This design comes from an exercise in tuning for small area on the open sky130 flow, not from production work. Only simulation tests tie the RTL to the original design; equivalence was not proved. Power figures rest on the tool's default switching activity, not on a simulated workload.

==> flow/design.v <==
module sync_fifo
    #(
        parameter FIFO_WIDTH       = 10'd32,
        parameter FIFO_WIDTH_BIT   = 10'd5,
        parameter FIFO_DEPTH       = 10'd64,
        parameter FIFO_DEPTH_BIT   = 10'd6
    )
    (
        input                           clk,
        input                           rst,
        input                           w_en,
        input                           r_en,
        input [FIFO_WIDTH-1:0]          data_write,
        output                          flag_full,
        output                          flag_empty,
        output     [FIFO_WIDTH-1:0]     data_read
    );
    reg [FIFO_DEPTH_BIT:0]      count;   
    reg                         phase;   
    reg [FIFO_WIDTH-1:0]        memory [FIFO_DEPTH:0];
    assign flag_empty = (count == 0);
    assign flag_full  = count[FIFO_DEPTH_BIT];
    wire push = w_en & ~flag_full;
    wire pop  = r_en & ~flag_empty;
    wire [FIFO_DEPTH+1:1] valid;
    genvar g, b;
    generate
        for (g = 1; g <= FIFO_DEPTH + 1; g = g + 1) begin : g_valid
            assign valid[g] = (count >= g);
        end
    endgenerate
    wire [FIFO_WIDTH-1:0] data_in = data_write ^ {FIFO_WIDTH{phase}};
    generate
        for (g = 1; g < FIFO_DEPTH; g = g + 1) begin : g_mem
            wire sel_shift = pop & valid[g+1];
            wire sel_hold  = ~pop & valid[g];
            wire sel_in    = ~(sel_shift | sel_hold);
            wire [FIFO_WIDTH-1:0] next;
            for (b = 0; b < FIFO_WIDTH; b = b + 1) begin : g_bit
                sync_fifo_aoi222 u_sel (
                    .a1(sel_in),    .a2(data_in[b]),
                    .b1(sel_shift), .b2(memory[g+1][b]),
                    .c1(sel_hold),  .c2(memory[g][b]),
                    .y(next[b])
                );
            end
            always @(posedge clk)
                memory[g] <= next;
        end
    endgenerate
    wire top_hold = ~pop & valid[FIFO_DEPTH];
    wire [FIFO_WIDTH-1:0] top_next;
    wire [FIFO_WIDTH-1:0] out_next;
    generate
        for (b = 0; b < FIFO_WIDTH; b = b + 1) begin : g_edge
            sync_fifo_oai22 u_top (
                .a1(memory[FIFO_DEPTH][b]), .a2(~top_hold),
                .b1(data_in[b]),            .b2(top_hold),
                .y(top_next[b])
            );
            sync_fifo_oai22 u_out (
                .a1(memory[1][b]), .a2(~pop),
                .b1(memory[0][b]), .b2(pop),
                .y(out_next[b])
            );
        end
    endgenerate
    always @(posedge clk) begin
        memory[FIFO_DEPTH] <= top_next;
        memory[0]          <= out_next;
    end
    assign data_read = memory[0] ^ {FIFO_WIDTH{phase}};
    always @(posedge clk or posedge rst) begin
        if (rst) begin
            count <= 0;
            phase <= 1'b0;
        end else begin
            phase <= ~phase;
            if (push && !pop)
                count <= count + 1'b1;
            else if (pop && !push)
                count <= count - 1'b1;
        end
    end
endmodule
module sync_fifo_aoi222 (
    input  a1, a2, b1, b2, c1, c2,
    output y
);
    assign y = ~((a1 & a2) | (b1 & b2) | (c1 & c2));
endmodule
module sync_fifo_oai22 (
    input  a1, a2, b1, b2,
    output y
);
    assign y = ~((a1 | a2) & (b1 | b2));
endmodule
Settings: LEC_CHECK=0, CAP_MARGIN=0, CELL_PAD_IN_SITES_DETAIL_PLACEMENT=1, CELL_PAD_IN_SITES_GLOBAL_PLACEMENT=1, CORE_MARGIN=2, CORE_UTILIZATION=40, CTS_CLUSTER_DIAMETER=150, CTS_CLUSTER_SIZE=28, PLACE_DENSITY=0.55, SLEW_MARGIN=0, SYNTH_HIERARCHICAL=1, SYNTH_MINIMUM_KEEP_SIZE=0; clock period 5.0 ns.
standard.sh (not shown) runs the stock make flow with config.mk's settings and CLKGATE_MAP_FILE= SYNTH_SCRIPT=/design/flow/synth_recipe.tcl, a recipe that flattens the netlist after the stock synthesis.
==> flow/flow/run.sh <==
#!/bin/bash
# The standard layout (standard.sh, which runs the standard synthesis and
# ORFS to finish), with two changes passed to ORFS through its own variables:
#  - port buffers are sky130_fd_sc_hd__buf_1 instead of ORFS's default pick;
#  - clock tree synthesis inserts no dummy loads.
# The full make output goes to flow.log in this folder.
set -euo pipefail
export BUFFER_PORTS_ARGS="-buffer_cell sky130_fd_sc_hd__buf_1"
export CTS_ARGS="-sink_clustering_enable -repair_clock_nets -sink_clustering_size 28 -sink_clustering_max_diameter 150 -dont_use_dummy_load"
bash standard.sh > flow.log 2>&1
Edit:
--- a/flow/flow/run.sh
+++ b/flow/flow/run.sh
@@ -7,4 +7,4 @@
 set -euo pipefail
 export BUFFER_PORTS_ARGS="-buffer_cell sky130_fd_sc_hd__buf_1"
-export CTS_ARGS="-sink_clustering_enable -repair_clock_nets -sink_clustering_size 28 -sink_clustering_max_diameter 150 -dont_use_dummy_load"
+export CTS_ARGS="-sink_clustering_enable -repair_clock_nets -sink_clustering_size 24 -sink_clustering_max_diameter 60 -dont_use_dummy_load"
 bash standard.sh > flow.log 2>&1
Settings changed: CTS_CLUSTER_DIAMETER 150 to 60, CTS_CLUSTER_SIZE 28 to 24.
After rerunning: Clock skew came out higher by 0.039 ns. Power grows by 4.3%. Global-route usage is higher by 0.20 points. Fmax goes up by 0.77%. Via count climbs by 0.68%. Final cell count climbs by 0.89%. Synthesized area stays the same. Non-clock buffer count increases by 1. Clock-buffer cell count goes up by 63. Worst hold slack gets worse by 0.020 ns. Worst setup slack improved by 0.030 ns.
Edit:
==> flow/run.sh (new file) <==
#!/bin/bash
# synth_recipe.tcl (not shown) runs the flow's synth.tcl, then flattens the netlist and writes it again
# the make line also repeats each setting of config.mk as NAME=value (left out here)
make -C /OpenROAD-flow-scripts/flow DESIGN_CONFIG=/design/flow/config.mk WORK_HOME=/design/flow/orfs CLKGATE_MAP_FILE= SYNTH_SCRIPT=/design/flow/synth_recipe.tcl finish
Settings changed: CAP_MARGIN 0 to 20, CELL_PAD_IN_SITES_DETAIL_PLACEMENT 1 to default, CELL_PAD_IN_SITES_GLOBAL_PLACEMENT 1 to default, CTS_CLUSTER_SIZE 24 to 30, SLEW_MARGIN 0 to 20.
removed: flow/flow/run.sh
removed: flow/standard.sh
Worst hold slack gets better by 0.19 ns; routed wire length goes down by about 9%; combinational power hardly moves; core utilization goes up by 0.79 points; die area does not change.
Edit:
==> flow/flow/run.sh (new file) <==
#!/bin/bash
# The standard layout (standard.sh, which runs the standard synthesis and
# ORFS to finish), with two changes passed to ORFS through its own variables:
#  - port buffers are sky130_fd_sc_hd__buf_1 instead of ORFS's default pick;
#  - clock tree synthesis inserts no dummy loads.
# The full make output goes to flow.log in this folder.
set -euo pipefail
export BUFFER_PORTS_ARGS="-buffer_cell sky130_fd_sc_hd__buf_1"
export CTS_ARGS="-sink_clustering_enable -repair_clock_nets -sink_clustering_size 25 -sink_clustering_max_diameter 120 -dont_use_dummy_load"
bash standard.sh > flow.log 2>&1
==> flow/standard.sh (new file) <==
#!/bin/bash
# synth_recipe.tcl (not shown) runs the flow's synth.tcl, then flattens the netlist and writes it again
# the make line also repeats each setting of config.mk as NAME=value (left out here)
make -C /OpenROAD-flow-scripts/flow DESIGN_CONFIG=/design/flow/config.mk WORK_HOME=/design/flow/orfs CLKGATE_MAP_FILE= SYNTH_SCRIPT=/design/flow/synth_recipe.tcl "${@:-finish}"
Settings changed: CAP_MARGIN 20 to 0, CELL_PAD_IN_SITES_DETAIL_PLACEMENT from default to 1, CELL_PAD_IN_SITES_GLOBAL_PLACEMENT from default to 1, CTS_CLUSTER_DIAMETER 60 to 120, CTS_CLUSTER_SIZE 30 to 25, PLACE_DENSITY 0.55 to 0.62, SLEW_MARGIN 20 to 0.
removed: flow/run.sh
Final cell count goes down by about 1.8%.
Via count hardly moves.
Clock power goes down by about 30%.
Routed wire length rose by about 3.5%.
Non-clock buffer count went up by 10.
Utilization falls by 1.7 points.
Hold slack got worse by 0.16 ns.

==> afterwards: timing with drivers on the ports <==
The flow's constraints put no driver on any port. The routed layouts listed below were extracted and timed again, unchanged, in two steps. Step 1, drivers: a clkbuf_16 drives clk and a buf_2 each remaining input, both assumed. Step 2 times the ports against the registers' clock, not the clock port: input delays grow and output delays shrink by t, the midpoint of the rising clock arrivals with the driver on. Three values: ideal, step 1, step 2; two values: the first two.
run | t (ns) | setup slack, ns | hold WS [ns] | clock arrival spread, ns | slew at the worst register clock pin (ns)
the first run | 0.805 | 1.028 / 0.938 / 1.190 | 0.255 / 0.192 / 0.414 | 0.069 / 0.069 | 0.12 / 0.12
the second run | 0.853 | 1.058 / 0.968 / 1.184 | 0.235 / 0.169 / 0.390 | 0.101 / 0.101 | 0.09 / 0.09
the third run | 0.861 | 0.735 / 0.655 / 1.160 | 0.420 / 0.420 / 0.420 | 0.045 / 0.046 | 0.10 / 0.10
the fourth run | 0.810 | 1.209 / 1.125 / 0.996 | 0.260 / 0.200 / 0.397 | 0.081 / 0.081 | 0.11 / 0.11
After both steps every run listed still meets setup and hold. For the fourth run, which loses most, drivers alone change the setup slack by -0.084 ns; drivers and shift together by -0.213 ns.
